This design comes from an exercise in tuning for small area and a short achievable clock period on the open sky130 flow, not from production work. Where RTL was checked, it was by simulation tests only, not by an equivalence proof against the original. Power is estimated from default activity; no workload was simulated.

== run A ==
// main
module main(
    input clk,
    input [19:0] data,
    output reg [7:0] result_Ra,
    output reg [7:0] result_Rb,
    output reg [7:0] result_Rc,
    output reg [7:0] result_Rd,
    output reg [15:0] result_bFloat,
    output reg SF,
    output reg ZF
    );
Size: roughly 1600 cells after synthesis, about 71 I/O pins.
clock: 15.0 ns
lec_check: 0
cap_margin: 20
core_margin: 2
core_utilization: 40
slew_margin: 20
standard.sh (not shown) runs the stock make flow with config.mk's settings and CLKGATE_MAP_FILE= SYNTH_SCRIPT=/design/flow/synth_recipe.tcl, a recipe that flattens the netlist after the stock synthesis.
==> flow/flow/run.sh <==
#!/bin/bash
# Own layout flow: the standard ORFS flow (standard.sh) with these changes:
#  - synthesis leaves the adders to ABC instead of extracting full/half adder cells,
#    and ABC runs its area script (ABC_AREA=1), which here also gives the shorter paths;
#  - the port buffers are buf_1 cells instead of the slow clkdlybuf4s50_1 (the resizer
#    then sizes them as it does any cell);
#  - repair_timing aims for 8.7 ns of setup slack, so it sizes up the critical paths.
set -euo pipefail
bash standard.sh ADDER_MAP_FILE= ABC_AREA=1 SETUP_SLACK_MARGIN=8.7 CTS_BUF_LIST=sky130_fd_sc_hd__clkbuf_4 \
  "BUFFER_PORTS_ARGS=-buffer_cell sky130_fd_sc_hd__buf_1" finish > standard_flow.log 2>&1
### run A -> run B
diff --git a/flow/flow/run.sh b/flow/flow/run.sh
--- a/flow/flow/run.sh
+++ b/flow/flow/run.sh
@@ -8,3 +8,3 @@
 set -euo pipefail
-bash standard.sh ADDER_MAP_FILE= ABC_AREA=1 SETUP_SLACK_MARGIN=8.7 CTS_BUF_LIST=sky130_fd_sc_hd__clkbuf_4 \
+bash standard.sh ADDER_MAP_FILE= ABC_AREA=1 SETUP_SLACK_MARGIN=8.7 \
   "BUFFER_PORTS_ARGS=-buffer_cell sky130_fd_sc_hd__buf_1" finish > standard_flow.log 2>&1
==> notes.md <==
Of run B and run A, run B shows the higher depth of the worst register-to-register path, with run A below it. Relative to run A, utilization after layout has gone up in run B. Taking run A as the reference, in run B post-route worst setup slack now smaller; register-to-register slack rose 0.07 ns.
Edits applied to the flow inputs when going from run B to run C:
==> flow/flow/run.sh <==
#!/bin/bash
# Own layout flow: the standard ORFS flow (standard.sh) with these changes:
#  - synthesis leaves the adders to ABC instead of extracting full/half adder cells, and
#    ABC maps with flow/abc_map.script (area-recovering mapping under a delay target).
#    Only the ABC step differs from synth_recipe.tcl: the registers are mapped before it.
#  - the port buffers are buf_1 cells instead of the slow clkdlybuf4s50_1 (the resizer
#    then sizes them as it does any cell);
#  - repair_timing aims for 8.7 ns of setup slack, so it sizes up the critical paths.
set -euo pipefail
W=$PWD
mkdir -p "$W/own"
sed "s#^  log_cmd abc {\*}\$abc_args#  log_cmd abc -script $W/flow/abc_map.script {*}[lrange \$abc_args 2 end]#" \
  "$FLOW_HOME/scripts/synth.tcl" > "$W/own/synth_own.tcl"
grep -q "abc_map.script" "$W/own/synth_own.tcl"
sed "s#source \$::env(SCRIPTS_DIR)/synth.tcl#source $W/own/synth_own.tcl#" \
  "$W/synth_recipe.tcl" > "$W/own/synth_recipe_own.tcl"
grep -q "synth_own.tcl" "$W/own/synth_recipe_own.tcl"
bash standard.sh SYNTH_SCRIPT="$W/own/synth_recipe_own.tcl" ADDER_MAP_FILE= ABC_AREA=1 SETUP_SLACK_MARGIN=8.3 CTS_BUF_LIST=sky130_fd_sc_hd__clkbuf_8 \
  "BUFFER_PORTS_ARGS=-buffer_cell sky130_fd_sc_hd__buf_1" finish > standard_flow.log 2>&1
==> flow/flow/abc_map.script (new file) <==
strash
dch
map -D 2600
topo
stime -c
buffer -c
upsize -c
dnsize -c
### Flow results
Every stage of the flow completed for run C, and the final layout passed the timing, DRC and antenna checks. Per the comparison of run C with run B, area fraction in compound gates after synthesis went up 12 points, global placer's final weighted congestion up about 2.4%. Maximum achievable frequency ended up about 8% lower on run C than on run B. Run C -> run B: final sum of negative setup slack delta 0, exact match. Run B has a higher die area than run C. Run B → run C: total track usage moved up, total power after layout moved up, area growth from synthesis to layout moved up, critical path buffer and inverter count moved down. Going from run B to run C, final cycle utilization of the critical path now sits higher; number of core rows now sits lower.
Here is what was changed in the inputs of run D compared with run C.
==> flow/flow/run.sh <==
#!/bin/bash
# Own layout flow: the standard ORFS flow (standard.sh) with these changes:
#  - synthesis leaves the adders to ABC instead of extracting full/half adder cells,
#    and ABC runs its area script (ABC_AREA=1), which here also gives the shorter paths;
#  - the port buffers are buf_1 cells instead of the slow clkdlybuf4s50_1 (the resizer
#    then sizes them as it does any cell).
set -euo pipefail
bash standard.sh ADDER_MAP_FILE= ABC_AREA=1 SETUP_SLACK_MARGIN=8.9 \
  "BUFFER_PORTS_ARGS=-buffer_cell sky130_fd_sc_hd__buf_1" finish > standard_flow.log 2>&1
removed: flow/flow/abc_map.script
## What came out
- Run D went all the way through synthesis, placement and routing and the layout is clean on timing, DRC and antenna.
- Run D has ratio of final minimum period to clock period below what run C had.
- Sequential power: run D < run C
- Run D: shortest clock period the worst path allows after layout 0.65 ns below run C
- The faster design of the two is run D; run C tops out lower.
- Met2 usage in global routing, run D and run C: higher on run C
- Taking run C as the reference, in run D setup slack went up 0.65 ns, largest stage delay on the critical path now smaller, final area went up about 4%.
## Diff of input files: run E against run D
diff --git a/flow/flow/run.sh b/flow/flow/run.sh
--- a/flow/flow/run.sh
+++ b/flow/flow/run.sh
@@ -5,5 +5,6 @@
 #  - the port buffers are buf_1 cells instead of the slow clkdlybuf4s50_1 (the resizer
-#    then sizes them as it does any cell).
+#    then sizes them as it does any cell);
+#  - repair_timing aims for 8.7 ns of setup slack, so it sizes up the critical paths.
 set -euo pipefail
-bash standard.sh ADDER_MAP_FILE= ABC_AREA=1 SETUP_SLACK_MARGIN=8.9 \
+bash standard.sh ADDER_MAP_FILE= ABC_AREA=1 SETUP_SLACK_MARGIN=8.7 CTS_BUF_LIST=sky130_fd_sc_hd__clkbuf_8 CTS_CLUSTER_SIZE=32 \
   "BUFFER_PORTS_ARGS=-buffer_cell sky130_fd_sc_hd__buf_1" finish > standard_flow.log 2>&1
--- outcome ---
Run E went all the way through synthesis, placement and routing and the layout is clean on timing, DRC and antenna.
In run E the clock network fraction of total power turned out 4.0 points lower than in run D.
Against run D, run E reports a post-route worst setup slack that is lower.
Comparing run D and run E, the lower fmax is on run E.
Going from run D to run E, cell area down about 7%, multi-input combinational cell count about even, total power -about 11%.
Looking at minimum setup slack among reg-to-reg paths across both flows, run E is the weaker of the two, with run D ahead.
| combined global-route utilization of all metal layers | run E vs run D | ≈ equal |
Between run D and run E, the portion of the clock cycle consumed by the worst path in the final layout is lower for run D.

---

## nickel
The RTL this note starts from:
==> flow/design.v <==
module main(
    input clk,
    input [19:0] data,
    output reg [7:0] result_Ra,
    output reg [7:0] result_Rb,
    output reg [7:0] result_Rc,
    output reg [7:0] result_Rd,
    output reg [15:0] result_bFloat,
    output reg SF,
    output reg ZF
    );
    reg [15:0] result_mul;
    wire [3:0] op = data[19:16];
    wire [7:0] f1 = data[15:8];
    wire [7:0] f2 = data[7:0];
    wire d_a = f1 == 8'h01, d_b = f1 == 8'h02, d_c = f1 == 8'h04, d_d = f1 == 8'h08;
    wire s_ok = f2 == 8'h01 || f2 == 8'h02 || f2 == 8'h04 || f2 == 8'h08;
    wire d_ok = d_a | d_b | d_c | d_d;
    wire same = f1 == f2;
    wire op_save = op == 4'b0001 || op == 4'b0010;
    wire op_sum  = op == 4'b0011 || op == 4'b0100;
    wire op_sub  = op == 4'b0101 || op == 4'b0110;
    wire op_reg  = op == 4'b0010 || op == 4'b0100 || op == 4'b0110;
    wire op_shr  = op == 4'b1011;
    wire op_shl  = op == 4'b1100;
    wire op_mul  = op == 4'b0111 || op == 4'b1000;
    wire op_bf   = op == 4'b1101;
    wire [7:0] opa = ({8{f1[0]}} & result_Ra) | ({8{f1[1]}} & result_Rb) |
                     ({8{f1[2]}} & result_Rc) | ({8{f1[3]}} & result_Rd);
    wire [7:0] srcv = ({8{f2[0]}} & result_Ra) | ({8{f2[1]}} & result_Rb) |
                      ({8{f2[2]}} & result_Rc) | ({8{f2[3]}} & result_Rd);
    wire [7:0] opb = op[0] ? f2 : srcv;
    wire keep = op_reg & (~s_ok | (same & ~(op == 4'b0100 & d_a)));
    wire [7:0] addsub = opa + (opb ^ {8{op_sub}}) + {7'd0, op_sub};
    wire big = f2[7:3] != 5'd0;
    wire [7:0] shr = big ? 8'd0 : (opa >> f2[2:0]);
    wire [7:0] shl = big ? 8'd0 : (opa << f2[2:0]);
    reg [7:0] alu;
    always @* begin
        if (keep) alu = opa;
        else if (op_save) alu = opb;
        else if (op_shr) alu = shr;
        else if (op_shl) alu = shl;
        else alu = addsub;
    end
    wire alu_wr = (op_save | op_sum | op_sub | op_shr | op_shl) & d_ok;
    wire mul_ld = op_mul & d_ok & (~op[3] | (s_ok & ~same));
    wire [15:0] prod = opa * opb;
    wire pzero = mul_ld ? (opa == 8'd0 || opb == 8'd0) : (result_mul == 16'd0);
    wire ltA = f2 < 8'd10;
    wire ltB = f2 < 8'd100;
    reg [10:0] uA;                   
    always @* begin
        case (f2[3:0])
        4'd1: uA = 11'd204;
        4'd2: uA = 11'd409;
        4'd3: uA = 11'd614;
        4'd4: uA = 11'd819;
        4'd5: uA = 11'd1024;
        4'd6: uA = 11'd1228;
        4'd7: uA = 11'd1433;
        4'd8: uA = 11'd1638;
        4'd9: uA = 11'd1843;
        default: uA = 11'd0;
        endcase
    end
    wire [1:0] cB = f2[0] ? ((f2 > 8'd75) ? 2'd2 : (f2 > 8'd25) ? 2'd1 : 2'd0)
                          : ((f2 > 8'd50) ? 2'd2 : 2'd1);
    wire [10:0] uB = {f2[6:0], 4'd0} + {2'd0, f2[6:0], 2'd0} + {5'd0, f2[6:1]} - {9'd0, cB};
    wire t1 = f2 >= 8'd105, t2 = f2 >= 8'd125, t3 = f2 >= 8'd146, t4 = f2 >= 8'd167;
    wire t5 = f2 >= 8'd188, t6 = f2 >= 8'd209, t7 = f2 >= 8'd230, t8 = f2 >= 8'd250;
    wire [3:0] nC = {t8, t4 & ~t8, (t2 & ~t4) | (t6 & ~t8),
                     (t1 & ~t2) | (t3 & ~t4) | (t5 & ~t6) | (t7 & ~t8)};
    wire [10:0] uC = {2'd0, f2, 1'b0} + {7'd0, nC} + 11'd4;
    wire [10:0] u = ltA ? uA : ltB ? uB : uC;
    wire [6:0] bf_hi = u[10:4];      
    wire [1:0] zk = u[10] ? 2'd0 : u[9] ? 2'd1 : u[8] ? 2'd2 : 2'd3;
    wire [6:0] zm = u[10] ? u[9:3] : u[9] ? u[8:2] : u[8] ? u[7:1] : u[6:0];
    wire bs = f1[7];
    wire [7:0] mag = bs ? -f1 : f1;
    reg [2:0] e;
    always @* begin
        casez (mag)
        8'b1???????: e = 3'd7;
        8'b01??????: e = 3'd6;
        8'b001?????: e = 3'd5;
        8'b0001????: e = 3'd4;
        8'b00001???: e = 3'd3;
        8'b000001??: e = 3'd2;
        8'b0000001?: e = 3'd1;
        default:     e = 3'd0;
        endcase
    end
    wire [13:0] y = {mag[6:0], bf_hi};
    wire [13:0] ysh = y >> e;
    wire izero = f1 == 8'd0;
    wire bzero = izero & (f2 == 8'd0);
    wire [6:0] bman = bzero ? 7'd0 : izero ? zm : ysh[6:0];
    wire [7:0] bexp = bzero ? 8'd0 : izero ? (8'd126 - {6'd0, zk}) : (8'd127 + {5'd0, e});
    wire wa = op_mul | (alu_wr & d_a);
    wire wb = op_bf  | (alu_wr & d_b);
    wire wc = op_bf  | (alu_wr & d_c);
    wire wd = op_mul | (alu_wr & d_d);
    wire wf = op_mul | op_bf | alu_wr;
    wire [7:0] na0 = op_mul ? result_mul[7:0]  : alu;
    wire [7:0] nd0 = op_mul ? result_mul[15:8] : alu;
    wire sf0 = op_mul ? result_mul[15] : op_bf ? bs : alu[7];
    wire zf0 = op_mul ? pzero : op_bf ? bzero : (alu == 8'd0);
    always @(posedge clk) begin
        if (mul_ld) result_mul <= prod;
        if (wa) result_Ra <= mul_ld ? prod[7:0] : na0;
        if (wd) result_Rd <= mul_ld ? prod[15:8] : nd0;
        if (wb) result_Rb <= op_bf ? {bs, bman} : alu;
        if (wc) result_Rc <= op_bf ? bexp : alu;
        if (wf) begin
            SF <= mul_ld ? prod[15] : sf0;
            ZF <= zf0;
        end
        if (op_bf) result_bFloat <= {bs, bexp, bman};
    end
endmodule
Settings: LEC_CHECK=0, CAP_MARGIN=20, CORE_MARGIN=2, CORE_UTILIZATION=40, SLEW_MARGIN=20; clock period 15.0 ns.
==> flow/flow/run.sh <==
#!/bin/bash
set -euo pipefail
bash standard.sh ADDER_MAP_FILE= "BUFFER_PORTS_ARGS=-buffer_cell sky130_fd_sc_hd__buf_1" SETUP_SLACK_MARGIN=7.5 finish > standard_flow.log 2>&1
## Diff of input files: ember against nickel
==> flow/flow/run.sh <==
#!/bin/bash
set -euo pipefail
bash standard.sh ADDER_MAP_FILE= "BUFFER_PORTS_ARGS=-buffer_cell sky130_fd_sc_hd__buf_1" CORE_UTILIZATION=65 PLACE_DENSITY=0.8 finish > standard_flow.log 2>&1
--- outcome ---
Every stage of the flow completed for ember, and the final layout passed the timing, DRC and antenna checks.
For the time the final worst path needs with I/O delays and setup, ember came in 0.67 ns higher than nickel did.
nickel was larger in final cell area than ember.
Comparing synthesis-to-layout area growth for ember and nickel, the bigger number came from nickel.
The higher power dissipated in combinational cells came out of nickel.
The run showing the smaller number of vias per cell after detailed routing is nickel.
diff inputs: ember => maple
==> flow/flow/run.sh <==
#!/bin/bash
set -euo pipefail
bash standard.sh ADDER_MAP_FILE= finish > standard_flow.log 2>&1
Findings:
maple: flow completed, timing, DRC and antenna clean
The hold slack of maple exceeds that of ember by 0.020 ns.
Looking at final cell count, maple sits 138 higher than ember does.
maple does worse than ember on leakage power total.
What zinc does differently from maple at the input level:
==> flow/flow/run.sh <==
#!/bin/bash
set -euo pipefail
bash standard.sh ADDER_MAP_FILE= "BUFFER_PORTS_ARGS=-buffer_cell sky130_fd_sc_hd__buf_1" finish > standard_flow.log 2>&1
Results
The run showing the smaller number of clock buffers in the layout is zinc.
zinc against maple: depth of the worst hold-timing path has remained practically unchanged, share of final-layout standard cells stronger than drive strength 1 grew by 0.42 points, setup slack after placement now larger.
Function was not checked in any run of this note: the RTL went through the layout flow alone.

---

Another version of the RTL of main (not shown whole).
For scale: roughly 1,700 cells after synthesis, about 64 flip-flops, roughly 9100 µm² of cells after synthesis.
## main
module main(
    input clk,
    input [19:0] data,
    output reg [7:0] result_Ra,
    output reg [7:0] result_Rb,
    output reg [7:0] result_Rc,
    output reg [7:0] result_Rd,
    output reg [15:0] result_bFloat,
    output reg SF,
    output reg ZF
    );
Settings: LEC_CHECK=0, CAP_MARGIN=20, CORE_MARGIN=2, CORE_UTILIZATION=40, SLEW_MARGIN=20; clock period 15.0 ns.
==> flow/flow/run.sh <==
#!/bin/bash
# Own layout flow: the standard ORFS flow (standard.sh) with these changes:
#  - synthesis leaves the adders to ABC instead of extracting full/half adder cells,
#    and ABC runs its area script (ABC_AREA=1), which here also gives the shorter paths;
#  - the port buffers are buf_1 cells instead of the slow clkdlybuf4s50_1 (the resizer
#    then sizes them as it does any cell);
#  - repair_timing aims for 8.7 ns of setup slack, so it sizes up the critical paths.
set -euo pipefail
bash standard.sh ADDER_MAP_FILE= ABC_AREA=1 SETUP_SLACK_MARGIN=8.7 CTS_BUF_LIST=sky130_fd_sc_hd__clkbuf_8 \
  "BUFFER_PORTS_ARGS=-buffer_cell sky130_fd_sc_hd__buf_1" finish > standard_flow.log 2>&1
Edit:
--- a/flow/flow/run.sh
+++ b/flow/flow/run.sh
@@ -7,4 +7,4 @@
 #  - repair_timing aims for 8.7 ns of setup slack, so it sizes up the critical paths.
 set -euo pipefail
-bash standard.sh ADDER_MAP_FILE= ABC_AREA=1 SETUP_SLACK_MARGIN=8.7 CTS_BUF_LIST=sky130_fd_sc_hd__clkbuf_8 \
+bash standard.sh ADDER_MAP_FILE= ABC_AREA=1 SETUP_SLACK_MARGIN=8.5 CTS_BUF_LIST=sky130_fd_sc_hd__clkbuf_8 SETUP_MOVE_SEQUENCE=unbuffer,sizeup,swap \
   "BUFFER_PORTS_ARGS=-buffer_cell sky130_fd_sc_hd__buf_1" finish > standard_flow.log 2>&1
After rerunning:
- The new run finished with timing, DRC and antenna clean
- via count falls slightly
- total power grows slightly
- global-route usage is lower by 0.16 points
- worst hold slack degrades by 0.0040 ns
- routed wire length goes down slightly
- die area does not change
- setup slack loses 0.17 ns
- first-iteration DRC count fell by a few percent
- clock-buffer cell count stays the same

==> separate check: timing with driven ports <==
Ports are ideal in the flow. The routed layouts listed here were re-timed in OpenROAD.
Step 1, drivers: a clkbuf_16 drives clk and a buf_2 each remaining input, both assumed.
Step 2 adds t to the input delays and takes it off the output delays; t is the mean of the earliest and latest rising clock arrival at the registers after step 1. Input paths then give back, and output paths get back, about the clock's delay inside the block.
a / b / c = no drivers / after step 1 / after step 2; a / b = the first two.
| run | shift t [ns] | slack for setup (ns) | worst data-port slew with drivers (ns) |
|---|---|---|---|
| run A | 0.444 | 9.010 / 8.976 / 8.532 | 0.07 |
| run B | 0.367 | 8.989 / 8.963 / 8.596 | 0.08 |
| run C | 0.381 | 8.436 / 8.448 / 8.067 | 0.06 |
| run D | 0.367 | 9.087 / 9.056 / 8.688 | 0.07 |
| run E | 0.371 | 8.952 / 8.920 / 8.549 | 0.07 |
| nickel | 0.362 | 7.694 / 7.712 / 7.350 | 0.09 |
| ember | 0.370 | 7.028 / 7.013 / 6.643 | 0.07 |
| maple | 0.368 | 6.747 / 6.729 / 6.360 | 0.06 |
| zinc | 0.362 | 7.097 / 7.110 / 6.747 | 0.09 |
| the first run of note 3 | 0.379 | 8.912 / 8.919 / 8.540 | 0.08 |
| the second run of note 3 | 0.378 | 8.740 / 8.752 / 8.375 | 0.07 |
After both steps every run listed still meets setup and hold. The setup slack of run A, which loses most, moves by -0.034 ns with the drivers and by -0.478 ns with both steps.
